Background: an optimization exercise with open tools, aiming at small area and a short achievable clock period. Do not read the settings as production practice. No functional check of the RTL was part of any run shown here. Power is estimated from default activity; no workload was simulated.

===== flow/design.v =====
module alu_add(input [31:0] a, input [31:0] bn, input cin, output [31:0] sum, output eq);
    wire [31:0] b = ~bn;
    assign sum = a + b + {31'd0, cin};
    assign eq  = &(a ^ b);
endmodule
module addr_add(input [8:0] a, input [8:0] b, output [6:0] y);
    wire [8:0] s = a + b;
    assign y = s[8:2];
endmodule
module sh_level #(parameter K = 1) (input [31:0] x, input l, n, r, f, output [31:0] y);
    genvar i;
    generate for (i = 0; i < 32; i = i + 1) begin : g
        wire xl = (i - K >= 0) ? x[(i - K) < 0 ? 0 : i - K] : f;
        wire xr = (i + K <= 31) ? x[(i + K) > 31 ? 31 : i + K] : f;
        c_aoi222 u(.a1(l), .a2(xl), .b1(n), .b2(x[i]), .c1(r), .c2(xr), .y(y[i]));
    end endgenerate
endmodule
module c_ao22(input a1, a2, b1, b2, output y);
    assign y = (a1 & a2) | (b1 & b2);
endmodule
module c_aoi222(input a1, a2, b1, b2, c1, c2, output y);
    assign y = ~((a1 & a2) | (b1 & b2) | (c1 & c2));
endmodule
module c_aoi22(input a1, a2, b1, b2, output y);
    assign y = ~((a1 & a2) | (b1 & b2));
endmodule
module c_nand2(input a, b, output y);
    assign y = ~(a & b);
endmodule
module c_nand3(input a, b, c, output y);
    assign y = ~(a & b & c);
endmodule
module c_nand4(input a, b, c, d, output y);
    assign y = ~(a & b & c & d);
endmodule
module c_or3(input a, b, c, output y);
    assign y = a | b | c;
endmodule
module c_nor3(input a, b, c, output y);
    assign y = ~(a | b | c);
endmodule
module c_maj3(input a, b, c, output y);
    assign y = (a & b) | (a & c) | (b & c);
endmodule
module rf_rdbit(input [31:1] s, input [31:1] d, output y, output yn);
    wire [10:0] t;
    wire [2:0]  o;
    genvar k;
    generate for (k = 0; k < 10; k = k + 1) begin : g
        c_aoi222 u(.a1(s[3*k+1]), .a2(d[3*k+1]), .b1(s[3*k+2]), .b2(d[3*k+2]),
                   .c1(s[3*k+3]), .c2(d[3*k+3]), .y(t[k]));
    end endgenerate
    c_nand2 u10(.a(s[31]), .b(d[31]), .y(t[10]));
    c_nand4 n0(.a(t[0]), .b(t[1]), .c(t[2]), .d(t[3]), .y(o[0]));
    c_nand4 n1(.a(t[4]), .b(t[5]), .c(t[6]), .d(t[7]), .y(o[1]));
    c_nand3 n2(.a(t[8]), .b(t[9]), .c(t[10]), .y(o[2]));
    c_or3   r (.a(o[0]), .b(o[1]), .c(o[2]), .y(y));
    c_nor3  rn(.a(o[0]), .b(o[1]), .c(o[2]), .y(yn));
endmodule
module rf_rdbit1(input [31:1] s, input [31:1] d, output y);
    wire [10:0] t;
    wire [2:0]  o;
    genvar k;
    generate for (k = 0; k < 10; k = k + 1) begin : g
        c_aoi222 u(.a1(s[3*k+1]), .a2(d[3*k+1]), .b1(s[3*k+2]), .b2(d[3*k+2]),
                   .c1(s[3*k+3]), .c2(d[3*k+3]), .y(t[k]));
    end endgenerate
    c_nand2 u10(.a(s[31]), .b(d[31]), .y(t[10]));
    c_nand4 n0(.a(t[0]), .b(t[1]), .c(t[2]), .d(t[3]), .y(o[0]));
    c_nand4 n1(.a(t[4]), .b(t[5]), .c(t[6]), .d(t[7]), .y(o[1]));
    c_nand3 n2(.a(t[8]), .b(t[9]), .c(t[10]), .y(o[2]));
    c_or3   r (.a(o[0]), .b(o[1]), .c(o[2]), .y(y));
endmodule
module pc_inc(input [29:0] pc, output [29:0] y);
    assign y = pc + 30'd1;
endmodule
module pc_br(input [29:0] pc, input [15:0] imm, output [29:0] y);
    assign y = pc + {{14{imm[15]}}, imm} + 30'd1;
endmodule
module SingleCycleMIPS(
    clk,
    rst_n,
    IR_addr,
    IR,
    ReadDataMem,
    CEN,
    WEN,
    A,
    Data2Mem,
    OEN
);
    input         clk, rst_n;
    input  [31:0] IR;
    output [31:0] IR_addr;
    input  [31:0] ReadDataMem;
    output        CEN;
    output        WEN;
    output [6:0]  A;
    output [31:0] Data2Mem;
    output        OEN;
    wire [5:0]  op     = IR[31:26];
    wire [4:0]  rs     = IR[25:21];
    wire [4:0]  rt     = IR[20:16];
    wire [4:0]  rd     = IR[15:11];
    wire [4:0]  shamt  = IR[10:6];
    wire [5:0]  funct  = IR[5:0];
    wire [31:0] se     = {{16{IR[15]}}, IR[15:0]};
    wire rtype   = ~(op[5] | op[3] | op[2] | op[1]);
    wire is_sw   = op[5] & op[3];
    wire is_lw   = op[5] & ~op[3];
    wire is_addi = ~op[5] & op[3];
    wire is_br   = ~op[5] & op[2];        
    wire is_jmp  = ~op[5] & op[1];        
    wire is_jal  = is_jmp & op[0];
    wire use_imm = op[5] | op[3];         
    wire f_sll   = ~funct[1];             
    wire f_jr    = rtype & ~funct[5] & funct[3];
    wire s_add   = is_addi | (rtype & funct[5] & ~funct[3] & ~funct[2]);   
    wire s_log   = rtype & funct[5] & ~funct[3] & funct[2];                
    wire s_slt   = rtype & funct[5] & funct[3];
    wire s_sh    = rtype & ~funct[5] & ~funct[3];                          
    wire s_neg   = is_br | (rtype & funct[5] & funct[1]);                  
    wire s_pos   = ~use_imm & ~s_neg;
    wire reg_we  = rtype | is_lw | is_addi | is_jal;
    wire [4:0] wa = is_jal ? 5'd31 : (rtype ? rd : rt);
    reg  [31:0] r [1:31];
    reg  [31:1] v;
    wire [31:0] wd;
    wire [31:0] rd1, rd2, rd2n;
    wire [31:1] s1, s2, we, wen;
    genvar i, j;
    generate for (i = 1; i < 32; i = i + 1) begin : g_sel
        assign s1[i]  = (rs == i) & v[i];
        assign s2[i]  = (rt == i) & v[i];
        assign we[i]  = reg_we & (wa == i);
        assign wen[i] = ~we[i];
        always @(posedge clk) v[i] <= rst_n & (v[i] | we[i]);
    end endgenerate
    generate for (j = 0; j < 32; j = j + 1) begin : g_bit
        wire [31:1] col;
        for (i = 1; i < 32; i = i + 1) begin : g_w
            wire dn;
            assign col[i] = r[i][j];
            c_ao22 h(.a1(we[i]), .a2(wd[j]), .b1(wen[i]), .b2(r[i][j]), .y(dn));
            always @(posedge clk) r[i][j] <= dn;
        end
        rf_rdbit1 p1(.s(s1), .d(col), .y(rd1[j]));
        rf_rdbit  p2(.s(s2), .d(col), .y(rd2[j]), .yn(rd2n[j]));
    end endgenerate
    wire [31:0] bn, sum;
    wire        eq;
    generate for (j = 0; j < 32; j = j + 1) begin : g_b
        c_aoi222 u(.a1(use_imm), .a2(se[j]), .b1(s_pos), .b2(rd2[j]), .c1(s_neg), .c2(rd2n[j]), .y(bn[j]));
    end endgenerate
    alu_add u_add(.a(rd1), .bn(bn), .cin(s_neg), .sum(sum), .eq(eq));
    wire lt = (rd1[31] ^ rd2[31]) ? rd1[31] : sum[31];
    wire fill  = ~f_sll & rd2[31];
    wire filln = ~fill;
    wire [3:0] shl, shn, shr;
    generate for (j = 0; j < 4; j = j + 1) begin : g_shs
        assign shl[j] = f_sll & shamt[j];
        assign shr[j] = ~f_sll & shamt[j];
        assign shn[j] = ~shamt[j];
    end endgenerate
    wire [31:0] x1n, x2, x3n, x4;
    sh_level #(1) u_sh1(.x(rd2), .l(shl[0]), .n(shn[0]), .r(shr[0]), .f(fill),  .y(x1n));
    sh_level #(2) u_sh2(.x(x1n), .l(shl[1]), .n(shn[1]), .r(shr[1]), .f(filln), .y(x2));
    sh_level #(4) u_sh4(.x(x2),  .l(shl[2]), .n(shn[2]), .r(shr[2]), .f(fill),  .y(x3n));
    sh_level #(8) u_sh8(.x(x3n), .l(shl[3]), .n(shn[3]), .r(shr[3]), .f(filln), .y(x4));
    wire sl16 = s_sh & f_sll & shamt[4];
    wire sr16 = s_sh & ~f_sll & shamt[4];
    wire sn16 = s_sh & ~shamt[4];
    wire [29:0] pc1;
    generate for (j = 0; j < 32; j = j + 1) begin : g_wb
        wire lg, t1, t2, t3;
        wire xl = (j >= 16) ? x4[(j >= 16) ? j - 16 : 0] : fill;
        wire xr = (j <= 15) ? x4[(j <= 15) ? j + 16 : 0] : fill;
        c_maj3   m (.a(rd1[j]), .b(rd2[j]), .c(funct[0]), .y(lg));
        c_aoi222 a1(.a1(s_add), .a2(sum[j]), .b1(s_log), .b2(lg), .c1(sn16), .c2(x4[j]), .y(t1));
        if (j < 30) begin : g_pc
            c_aoi222 a2(.a1(sl16), .a2(xl), .b1(sr16), .b2(xr), .c1(is_jal), .c2(pc1[j]), .y(t2));
        end else begin : g_nopc
            c_aoi22  a2(.a1(sl16), .a2(xl), .b1(sr16), .b2(xr), .y(t2));
        end
        c_nand2  a3(.a(is_lw), .b(ReadDataMem[j]), .y(t3));
        if (j == 0) begin : g_slt
            wire t4;
            c_nand2 a4(.a(s_slt), .b(lt), .y(t4));
            c_nand4 o(.a(t1), .b(t2), .c(t3), .d(t4), .y(wd[j]));
        end else begin : g_o
            c_nand3 o(.a(t1), .b(t2), .c(t3), .y(wd[j]));
        end
    end endgenerate
    reg  [29:0] pc;
    wire [29:0] pcb, pcd;
    pc_inc u_inc(.pc(pc), .y(pc1));
    pc_br  u_br (.pc(pc), .imm(IR[15:0]), .y(pcb));
    wire [29:0] pcj = {pc1[29:26], IR[25:0]};
    wire taken  = is_br & (eq ^ op[0]);
    wire p_jr   = rst_n & f_jr;
    wire p_j    = rst_n & is_jmp;
    wire p_br   = rst_n & taken;
    wire p_seq  = rst_n & ~f_jr & ~is_jmp & ~taken;
    generate for (j = 0; j < 30; j = j + 1) begin : g_pc
        wire u, w;
        c_aoi222 a(.a1(p_jr), .a2(rd1[j]), .b1(p_j), .b2(pcj[j]), .c1(p_br), .c2(pcb[j]), .y(u));
        c_nand2  b(.a(p_seq), .b(pc1[j]), .y(w));
        c_nand2  o(.a(u), .b(w), .y(pcd[j]));
    end endgenerate
    always @(posedge clk) pc <= pcd;
    assign IR_addr  = {pc, 2'b00};
    assign CEN      = ~op[5];
    assign WEN      = ~is_sw;
    assign OEN      = ~is_lw;
    addr_add u_a(.a(rd1[8:0]), .b(IR[8:0]), .y(A));
    assign Data2Mem = rd2;
endmodule

===== flow/run.sh =====
#!/bin/bash
# synth_recipe.tcl (not shown) runs the flow's synth.tcl, then flattens the netlist and writes it again
# the make line also repeats each setting of config.mk as NAME=value (left out here)
make -C /OpenROAD-flow-scripts/flow DESIGN_CONFIG=/design/flow/config.mk WORK_HOME=/design/flow/orfs CLKGATE_MAP_FILE= SYNTH_SCRIPT=/design/flow/synth_recipe.tcl finish

===== flow/config.mk =====
export PLATFORM = sky130hd
export DESIGN_NAME = SingleCycleMIPS
export DESIGN_NICKNAME = SingleCycleMIPS
export VERILOG_FILES = /design/flow/design.v
export SDC_FILE = /design/flow/constraint.sdc
export NUM_CORES = 8
export LEC_CHECK = 0
export CAP_MARGIN = 20
export CORE_MARGIN = 2
export CORE_UTILIZATION = 65
export PLACE_DENSITY = 0.75
export SLEW_MARGIN = 20
export SYNTH_HIERARCHICAL = 1

===== flow/constraint.sdc =====
create_clock -name core_clock -period 18.0 [get_ports {clk}]
set_input_delay 3.6000 -clock core_clock [delete_from_list [all_inputs] [get_ports {clk}]]
set_output_delay 3.6000 -clock core_clock [all_outputs]
set_load 0.01 [all_outputs]

==> metrics list, run 1 <==
- Status: finished clean
- Hold-fix buffers, CTS: 0
* CTS max path bufs: 3
* Hold path startpoint: v[29]$_DFF_P_
* Clock tree from TritonCTS: yes
- Setup bufs post-CTS: 0
* Critical path endpoint category: output pin
* Post-cts resize count: 0
* Full die area: 0.0762 mm^2
* Cell with the most instances after synthesis: sky130_fd_sc_hd__dfxtp_1
- In the final routed layout, each cell accounts on average for 39.2 um.
* Initial antenna violation count: 17
* Total gr overflow: 0
- Clock transition at the registers of the reported paths: 0.06 ns
* Starting density of the core: 65.8%
- Time the final worst path needs with I/O delays and setup: 12.79 ns
* Maximum clock skew at final layout: 0.0639 ns
* Number of search-and-repair iterations in the first detailed-routing pass: 31
- Number of max-slew violations in the final report: 0
- In the synthesized netlist, the number of instances is 4440.
- In the finished design, the share of the clock period the worst path needs comes to 71.1%.
- Final Setup Violations: 0
- The most used flip-flop cell after synthesis is sky130_fd_sc_hd__dfxtp_1.
* Cell type with the highest aggregate area in the netlist: sky130_fd_sc_hd__dfxtp_1
* Via-per-instance ratio: 9.09
- Internal portion of total power: 4.48 mW
* Clock Tree Root: sky130_fd_sc_hd__clkbuf_16
- Half-perimeter wire length after detailed placement: 139000 um
- The detail route stage leaves a number of antenna-violating nets equal to 0.
- Wires add up to 231000 um.
- Count of boundary I/O pins: 140
* Residual DRC: 0
* Number of clock sinks: 1053
* Reported max-cap violation count: 0
- Counting flops with an async set or reset pin after synthesis yields a share of 0%.
- Number of input and output port buffers inserted: 136
* Warnings from Yosys: 9
- Measured against its own limit, the worst slew margin works out to 7.56%.
* Critical Path Source: IR[25]
* Number of flip-flops and latches in the synthesized netlist: 1053
- Top cell type's share of synthesized area: 43.8%
- Combinational logic burns 13.5% of the power.
* Share of post-route cells with drive strength above 1: 10.3%
- Fmax: 78.2 MHz
- Row generation in the floorplan step produced 99 rows.
- The H-tree was split into 3 levels.
- Critical path required time: 14.40 ns
* Kind of critical path: input pin to output pin
- Dividing total power by cell area gives a power density of 113 mW/mm^2.
* Top cells by area in the synthesized netlist: sky130_fd_sc_hd__dfxtp_1 (44%), sky130_fd_sc_hd__a222oi_1 (19%), sky130_fd_sc_hd__a22o_1 (18%), sky130_fd_sc_hd__nand2_1 (2.1%), sky130_fd_sc_hd__nand4_1 (2.0%)
- Number of hold-slack violations in the final timing report: 0
- The startpoint identified for the worst register-to-register timing path is v[11]$_DFF_P_.
* # fillers: 5102
- In this run, the clock network consumes 36.3% of the power.
- Net switching fraction of the power: 28.6%
- The worst setup path is launched from an input pin.
- Worst setup slack before clock tree synthesis: 5.72 ns
* Worst Hold Slack: 0.469 ns
- Non-filler instance count after layout: 5883
- Counting distinct cell types in the post-synthesis netlist gives 99.
- In this run, synthesis inferred 0 flip-flops with an integrated enable.
- Arrival @ worst endpoint: 9.19 ns
- The analysis attributes to net switching a power of 1.80 mW.
* Number of clock buffers inserted by TritonCTS: 103
- Global routing consumed, over all layers together, 57.1% of the routing resources.
* Y dimension of the die: 276 um
* First-pass GRT wire length: 330000 um
- Clock insertion delay at the later pin of the skew report: 0.72 ns
- The number of global-route vias before repair came to 49400.
- RSZ-0062 raised after global routing: no
* Largest net degree at the start of global routing: 43
- Setup WS post-layout: 5.21 ns
- The commonest cells after synthesis are sky130_fd_sc_hd__dfxtp_1 (1053), sky130_fd_sc_hd__a22o_1 (994), sky130_fd_sc_hd__a222oi_1 (892).
- In the final design database the tool counted 4963 nets.
- Growth of design area from synthesis to finish: 15.9%
* First-iteration detailed-routing DRC count: 16200
- The congestion estimate from routability-driven global placement came to 1.11.
- Including well taps, the total number of placed cells is 5670.
* Post-Syn Area: 0.0481 mm^2
- Of all nets on the critical path, the largest fanout is 32.
- For the final routed database, the setup TNS stands at 0 ns.
* Worst Tran Pin Value: 1.39 ns
* Via total after detailed routing: 53500
- Horizontal extent of the die: 276 um
- Register share of total power: 50.2%
* Worst vdd ir: 0.109 mV
* Share of the yosys chip area belonging to registers: 43.8%
* Area of the core: 0.0731 mm^2
* Average instance area after synthesis: 10.8 um^2
* Min-delay worst type: register to register
* Static power due to leakage: 21.8 nW
==> per-module statistics from Yosys, one instance, submodules excluded, excerpt <==
module | cell area (um^2) | flip-flops and latches | cells
c_aoi22 | 12.5 | 0 | 1
pc_inc | 606 | 0 | 87
pc_br | 1690 | 0 | 250
c_ao22 | 8.76 | 0 | 1
c_nand4 | 6.26 | 0 | 1
c_nand3 | 5.00 | 0 | 1
c_aoi222 | 10.0 | 0 | 1
addr_add | 279 | 0 | 31
==> registers in the layout, indices dropped and copies added (netlist names) <==
register  flops
r           992
pc           30
v            31
==> kinds of logic (layout without fill, tap and decap cells) <==
| kind of cell | Yosys count | after routing | share of synthesized area, % |
|---|---|---|---|
| DFF | 1053 | 1053 | 43.8 |
| buffers and inverters | 122 | 592 | 1.04 |
| and+or+nand+nor | 915 | 915 | 10.2 |
| other | 1 | 15 | 0.00780 |
| xor gates and xnor gates | 92 | 92 | 1.68 |
| AOI/OAI and AO/OA | 2151 | 2151 | 40.5 |
| muxes | 3 | 3 | 0.0624 |
| adders and majority gates | 103 | 103 | 2.64 |
==> placed cells by master (no fill, tap or decap), drive strengths merged, types with 7 or more instances in the layout <==
master,netlist,layout
o21a,25,25
diode,0,13
and2,17,17
nor3,63,63
ha,68,68
nor4,7,7
nand3,114,114
xor2,36,36
clkbuf,26,148
o21ai,54,54
and3,79,79
a21oi,83,83
o21bai,13,13
nand4,158,158
nor2b,9,9
bufinv,0,10
clkinv,0,27
a22o,994,994
buf,15,184
nor3b,9,9
a31oi,8,8
and4,8,8
xnor2,56,56
nand2b,8,8
o211ai,10,10
nand2,276,276
maj3,32,32
a222oi,892,892
nor2,81,81
dfxtp,1053,1053
clkdlybuf4s50,0,135
or3,67,67
a21o,22,22
inv,81,85
==> worst paths after layout <==
check / cells past startpoint / endpoint / slack, ns
setup / recovery: 14 / A[6] / 5.21
hold / removal: 2 / v[29]$_DFF_P_ / 0.47
setup reg to reg: 17 / r[25][10]$_DFF_P_ / 10.73
hold reg to reg: 2 / v[29]$_DFF_P_ / 0.47
==> routing by layer <==
metal / global-route usage, % / vias up / share of wire [%]
met2: 76.2 / 5933 / 37
met5: 2.31 / - / 0.11
met1: 67.8 / 25000 / 32
li1: - / 20900 / -
met4: 43.6 / 18 / 10
met3: 31.0 / 1638 / 20
==> power by group through the flow <==
stage | combinational (mW) | clock, mW | sequential, mW
final | 0.850 | 2.28 | 3.15
after global routing | 0.887 | 2.35 | 3.19
after CTS | 0.806 | 2.25 | 3.13
after detailed placement | 0.796 | 0 | 3.16
after global placement | 0.768 | 0 | 3.14
after floorplan | 0.566 | 0 | 3.07
==> worst max-delay path: stages <==
cell and delay [ns]:
sky130_fd_sc_hd__clkdlybuf4s50_1 0.93, sky130_fd_sc_hd__nor2_1 0.24, sky130_fd_sc_hd__and3_1 0.23, sky130_fd_sc_hd__buf_4 0.30, sky130_fd_sc_hd__a222oi_1 0.68, sky130_fd_sc_hd__nand4_1 0.55, sky130_fd_sc_hd__or3_1 0.78, sky130_fd_sc_hd__ha_1 0.41
sky130_fd_sc_hd__a31o_2 0.27, sky130_fd_sc_hd__a21oi_2 0.20, sky130_fd_sc_hd__o21ai_2 0.11, sky130_fd_sc_hd__a21oi_2 0.15, sky130_fd_sc_hd__xnor2_1 0.13, sky130_fd_sc_hd__clkdlybuf4s50_1 0.57
==> final cells by class <==
type | count | area [um^2] | share of cell area, %
Antenna cell | 13 | 32.5 | 0.0584
Inverter | 81 | 304 | 0.546
Multi-Input combinational cell | 3266 | 26800 | 48.0
Clock inverter | 44 | 623 | 1.12
Sequential cell | 1053 | 21100 | 37.8
Tap cell | 959 | 1200 | 2.15
Clock buffer | 146 | 2950 | 5.29
Timing Repair Buffer | 321 | 2780 | 4.99
==> through the flow <==
stage	area [um^2]	utilization [%]	total power, mW
floorplan	48100	-	3.64
global placement	52000	71.2	3.90
detailed placement	52000	71.2	3.96
CTS	55600	76.1	6.19
global route	55700	76.2	6.43
finish	55700	76.3	6.28
==> inputs of run 2 (changes only) <==
--- a/flow/config.mk
+++ b/flow/config.mk
@@ -7,7 +7,6 @@
 export LEC_CHECK = 0
 export CAP_MARGIN = 20
 export CORE_MARGIN = 2
-export CORE_UTILIZATION = 65
-export PLACE_DENSITY = 0.75
+export CORE_UTILIZATION = 50
 export SLEW_MARGIN = 20
 export SYNTH_HIERARCHICAL = 1
==> metrics list, run 2 <==
- The final period demand of the worst path came to 12.70 ns (was 12.79 ns).
- Arrival @ worst endpoint: 9.10 ns (was 9.19 ns)
- The root buffer selected by CTS is sky130_fd_sc_hd__clkbuf_16 (unchanged).
- The count of standard-cell rows came to 113 (was 99).
- Total gr overflow: 0 (unchanged)
- Largest net degree at the start of global routing: 43 (unchanged)
- Kind of critical path: input pin to output pin (unchanged)
* Number of unique standard cell types used by synthesis: 99 (unchanged)
- Half-perimeter wire length after detailed placement: 150000 um (was 139000 um)
- Final Setup Violations: 0 (unchanged)
* Gr usage total: 46.8% (was 57.1%)
- The biggest fanout along the worst timing path was 23 (was 32).
- CTS max path bufs: 3 (unchanged)
* Most common library cell in the layout ignoring fill and taps: sky130_fd_sc_hd__dfxtp_1 (unchanged)
- The number of vias after detailed routing was 51600 (was 53500).
* Nets@finish: 4955 (was 4963)
- RSZ-0062 raised after global routing: no (unchanged)
* Number of global-route vias before repair: 46800 (was 49400)
* Clock tree from TritonCTS: yes (unchanged)
- The number of resized instances in the post-cts repair step was 0 (unchanged).
* CTS HTree Levels: 3 (unchanged)
- The count of cells along the worst register-to-register path came to 17 (unchanged).
- The worst path required time was 14.40 ns (about the same).
- Top cells by area in the synthesized netlist: sky130_fd_sc_hd__dfxtp_1 (44%), sky130_fd_sc_hd__a222oi_1 (19%), sky130_fd_sc_hd__a22o_1 (18%), sky130_fd_sc_hd__nand2_1 (2.1%), sky130_fd_sc_hd__nand4_1 (2.0%) (unchanged).
* Cell type with the highest occurrence count on the critical path: sky130_fd_sc_hd__clkdlybuf4s50_1
* Worst vdd ir: 0.0976 mV (was 0.109 mV)
- Full die area: 0.0987 mm^2 (was 0.0762 mm^2)
- Y dimension of the die: 314 um (was 276 um)
- The number of hold violations in the final report came to 0 (unchanged).
- The leakage component of the power is 21.9 nW (was 21.8 nW).
- Top cell type's share of synthesized area: 43.8% (unchanged)
* Clock transition at the registers of the reported paths: 0.06 ns (about the same)
- Number of max-slew violations in the final report: 0 (unchanged)
- The category of the worst setup path capture point was an output pin (unchanged).
- The number of synthesis warnings is 9 (unchanged).
* Number of search-and-repair iterations in the first detailed-routing pass: 20 (was 31)
- First-iteration detailed-routing DRC count: 13500 (was 16200)
- Number of clock buffers inserted by TritonCTS: 106 (was 103)
- Cell types with the highest counts after synthesis: sky130_fd_sc_hd__dfxtp_1 (1053), sky130_fd_sc_hd__a22o_1 (994), sky130_fd_sc_hd__a222oi_1 (892) (unchanged).
- Post-Syn Area: 0.0481 mm^2 (unchanged)
- Net switching power: 1.79 mW (was 1.80 mW)
* Synthesized instance count: 4440 (unchanged)
- Cell with the most instances after synthesis: sky130_fd_sc_hd__dfxtp_1 (unchanged)
* Share of post-route cells with drive strength above 1: 10.7% (was 10.3%)
* First-pass GRT wire length: 340000 um (was 330000 um)
- The portion of the post-synthesis area used by sequential elements is 43.8% (unchanged).
- Logic gate share of total power: 13.4% (was 13.5%)
- Flop-to-flop setup slack: 10.68 ns (was 10.73 ns)
- The most frequently used flop master after synthesis is sky130_fd_sc_hd__dfxtp_1 (unchanged).
- The worst relative slew slack is 10.6% (was 7.56%).
* Initial antenna violation count: 20 (was 17)
- The number of cells on the critical path is 14 (unchanged).
- Most used cells in the layout excluding fill and tap cells: sky130_fd_sc_hd__dfxtp_1 (1053), sky130_fd_sc_hd__a22o_1 (994), sky130_fd_sc_hd__a222oi_1 (892), sky130_fd_sc_hd__nand2_1 (269), sky130_fd_sc_hd__buf_4 (163) (was sky130_fd_sc_hd__dfxtp_1 (1053), sky130_fd_sc_hd__a22o_1 (994), sky130_fd_sc_hd__a222oi_1 (892), sky130_fd_sc_hd__nand2_1 (275), sky130_fd_sc_hd__buf_4 (176)).
- The areal power density over the cells was 112 mW/mm^2 (was 113 mW/mm^2).
- Reg-to-Reg Start: v[13]$_DFF_P_ (was v[11]$_DFF_P_)
* Slowest-stage cell, CP: sky130_fd_sc_hd__clkdlybuf4s50_1 (unchanged)
- List of cells traversed by the critical path: clkdlybuf4s50_1 > nor2b_1 > and3_1 > buf_4 > a222oi_1 > nand4_1 > or3_1 > ha_1 > nor3_1 > a211oi_2 > a21oi_2 > o21bai_2 > xor2_1 > clkdlybuf4s50_1 (was clkdlybuf4s50_1 > nor2_1 > and3_1 > buf_4 > a222oi_1 > nand4_1 > or3_1 > ha_1 > a31o_2 > a21oi_2 > o21ai_2 > a21oi_2 > xnor2_1 > clkdlybuf4s50_1).
* Horizontal extent of the die: 314 um (was 276 um)
* Maximum clock skew at final layout: 0.0611 ns (was 0.0639 ns)
* Cell type with the highest aggregate area in the netlist: sky130_fd_sc_hd__dfxtp_1 (unchanged)
- Hold-fix buffers, CTS: 0 (unchanged)
- The routed wire length was 243000 um (was 231000 um).
- Count of boundary I/O pins: 140 (unchanged)
- Average instance area after synthesis: 10.8 um^2 (unchanged)
* Register containing the most flip-flops in the final layout: r (unchanged)
* Number of flip-flops and latches in the synthesized netlist: 1053 (unchanged)
* Number of input and output port buffers inserted: 136 (unchanged)
- Number of nets with antenna violations after detailed routing: 0 (unchanged)
* Status: finished clean (unchanged)
- Net switching fraction of the power: 28.4% (was 28.6%)
- Total buffers and inverters traversed by the critical path: 3 (unchanged)
- Reported max-cap violation count: 0 (unchanged)
* Kind of start point of the critical path: input pin (unchanged)
* Worst r2r dst: r[9][31]$_DFF_P_ (was r[25][10]$_DFF_P_)
- The final core utilization was 59.1% (was 76.3%).
- The floorplan core area came to 0.0952 mm^2 (was 0.0731 mm^2).
- Internal portion of total power: 4.51 mW (was 4.48 mW)
* Post-route clock period utilization: 70.5% (was 71.1%)
* Worst setup path end: A[4] (was A[6])
- The TritonCTS sink count came to 1053 (unchanged).
- The number of inserted filler cells in the final layout came to 8085 (was 5102).
- Starting density of the core: 50.6% (was 65.8%)
- Clock insertion delay at the later pin of the skew report: 0.75 ns (was 0.72 ns)
- The area added between synthesis and finish came to 16.9% (was 15.9%).
- Register share of total power: 49.8% (was 50.2%)
- The setup total negative slack came to 0 ns (unchanged).
- The async set-or-reset flop fraction in the synthesized netlist was 0% (unchanged).
- Setup bufs post-CTS: 0 (unchanged)
- Critical path's largest stage delay: 0.81 ns (was 0.93 ns)
* Critical Path Source: IR[23] (was IR[25])
- The post-detailed-route via-to-cell ratio is 8.35 (was 9.09).
* Fmax: 78.8 MHz (was 78.2 MHz)
* Residual DRC: 0 (unchanged)
- The dominant delay contributor by cell family on the critical path is simple AND/OR/NAND/NOR gates (unchanged).
- The clock network fraction of design power came to 36.9% (was 36.3%).
- Gp weighted congestion: 0.999 (was 1.11)
* Worst Tran Pin Value: 1.34 ns (was 1.39 ns)
- The classification of the worst-slack hold path is register to register (unchanged).
- The number of flops mapped to enable cells by yosys is 0 (unchanged).
- Wirelength per Cell: 39.3 um (was 39.2 um)
- The number of flip-flops in the largest register is 992 (unchanged).
* Top Registers: r (992), v (31), pc (30) (unchanged)
==> run 2: cell counts after synthesis <==
No cell type changed its count.
==> run 2: modules after synthesis (local to each module, per instance), excerpt <==
| module | copies in the design | cells |
|---|---|---|
| c_maj3 | 32 | 1 |
| c_nand4 | 129 | 1 |
| pc_br | 1 | 250 |
| c_nor3 | 32 | 1 |
| alu_add | 1 | 306 |
| c_aoi222 | 892 | 1 |
| c_nand3 | 95 | 1 |
==> run 2: kinds of logic after synthesis <==
family                   Yosys count  share of synthesized area (%)
AO/OA/AOI/OAI                   2151                           40.5
flip-flops                      1053                           43.8
AND/OR/NAND/NOR                  915                           10.2
buffers and inverters            122                           1.04
adder cells (fa/ha/maj)          103                           2.64
XOR/XNOR                          92                           1.68
multiplexers                       3                         0.0624
other                              1                        0.00780
==> run 2: worst min-delay path by stage <==
stage | start | end | slack [ns] | cells past startpoint
2_1_floorplan | v[12]$_DFF_P_ | v[12]$_DFF_P_ | 0.43 | 2
3_3_place_gp | v[25]$_DFF_P_ | v[25]$_DFF_P_ | 0.44 | 2
3_5_place_dp | v[17]$_DFF_P_ | v[17]$_DFF_P_ | 0.45 | 2
4_1_cts | v[17]$_DFF_P_ | v[17]$_DFF_P_ | 0.46 | 2
5_1_grt | v[17]$_DFF_P_ | v[17]$_DFF_P_ | 0.49 | 2
6_report | v[17]$_DFF_P_ | v[17]$_DFF_P_ | 0.46 | 2
==> run 2: stage by stage <==
| stage | hold WS (ns) | power, mW | cells | cell area, um^2 | setup WS (ns) |
|---|---|---|---|---|---|
| final | 0.462 | 6.30 | 6179 | 56200 | 5.30 |
| after global routing | 0.490 | 6.50 | 6171 | 56200 | 5.29 |
| after CTS | 0.459 | 6.25 | 6161 | 56100 | 5.65 |
| after detailed placement | 0.448 | 3.96 | 5966 | 52400 | 5.67 |
| after global placement | 0.443 | 3.93 | 5964 | 52400 | 5.68 |
| after floorplan | 0.431 | 3.64 | 4441 | 48100 | 8.03 |
==> run 2: area by class of cell <==
cell class              instances  area, um^2  share of cell area, %
diodes                          9        22.5                 0.0400
clock buffers                 158        3170                   5.63
clock inverters                37         492                  0.874
inverters                      81         304                  0.541
multi-input cells            3266       26800                   47.7
flip-flops and latches       1053       21100                   37.5
well taps                    1265        1580                   2.81
repair buffers                310        2750                   4.89
==> run 2: power by group through the flow <==
stage | registers [mW] | logic (mW) | clock network [mW]
5_1_grt | 3.18 | 0.890 | 2.42
3_5_place_dp | 3.15 | 0.807 | 0
3_3_place_gp | 3.14 | 0.787 | 0
4_1_cts | 3.12 | 0.810 | 2.33
6_report | 3.14 | 0.842 | 2.32
2_1_floorplan | 3.07 | 0.566 | 0
==> run 2: worst reg2reg max path: stages (launching register included) <==
cell	delay [ns]
sky130_fd_sc_hd__dfxtp_1	0.32
sky130_fd_sc_hd__and3_2	0.53
sky130_fd_sc_hd__a222oi_1	0.77
sky130_fd_sc_hd__nand4_1	0.54
sky130_fd_sc_hd__or3_1	0.83
sky130_fd_sc_hd__a222oi_1	0.39
sky130_fd_sc_hd__inv_1	0.08
sky130_fd_sc_hd__ha_1	0.40
sky130_fd_sc_hd__nand2_1	0.11
sky130_fd_sc_hd__nor2_1	0.10
sky130_fd_sc_hd__a221oi_2	0.39
sky130_fd_sc_hd__o21ai_1	0.13
sky130_fd_sc_hd__a211o_1	0.34
sky130_fd_sc_hd__a41oi_2	0.20
sky130_fd_sc_hd__xnor2_1	0.17
sky130_fd_sc_hd__a222oi_1	0.45
sky130_fd_sc_hd__nand3_2	0.88
sky130_fd_sc_hd__a22o_1	0.58
==> run 2: layer usage <==
metal,up-vias,routed length (um),GRT usage [%]
met5,-,71,0.242
met3,960,40700,17.1
met2,4852,95700,65.0
met1,24800,87900,61.0
li1,20900,-,-
met4,10,18300,29.6

==> afterwards: timing with drivers on the ports <==
The flow's constraints put no driver on any port. The routed layouts listed below were extracted and timed again, unchanged, in two steps. Step 1, drivers: a clkbuf_16 drives clk and a buf_2 each remaining input, both assumed. Step 2 times the ports against the registers' clock, not the clock port: input delays grow and output delays shrink by t, the midpoint of the rising clock arrivals with the driver on. a / b / c = ideal ports / drivers / drivers and shift; a / b = the first two.
run	t (ns)	setup WS [ns]	worst hold slack (ns)	worst setup path at the end	pins driven straight from the clock port
run 1	0.767	5.207 / 5.182 / 5.182	0.469 / 0.469 / 0.469	input to output	1
run 2	0.795	5.303 / 5.270 / 5.270	0.462 / 0.462 / 0.462	input to output	1
After both steps every run listed still meets setup and hold. For run 2, which loses most, drivers alone change the setup slack by -0.033 ns; drivers and shift together by -0.033 ns.
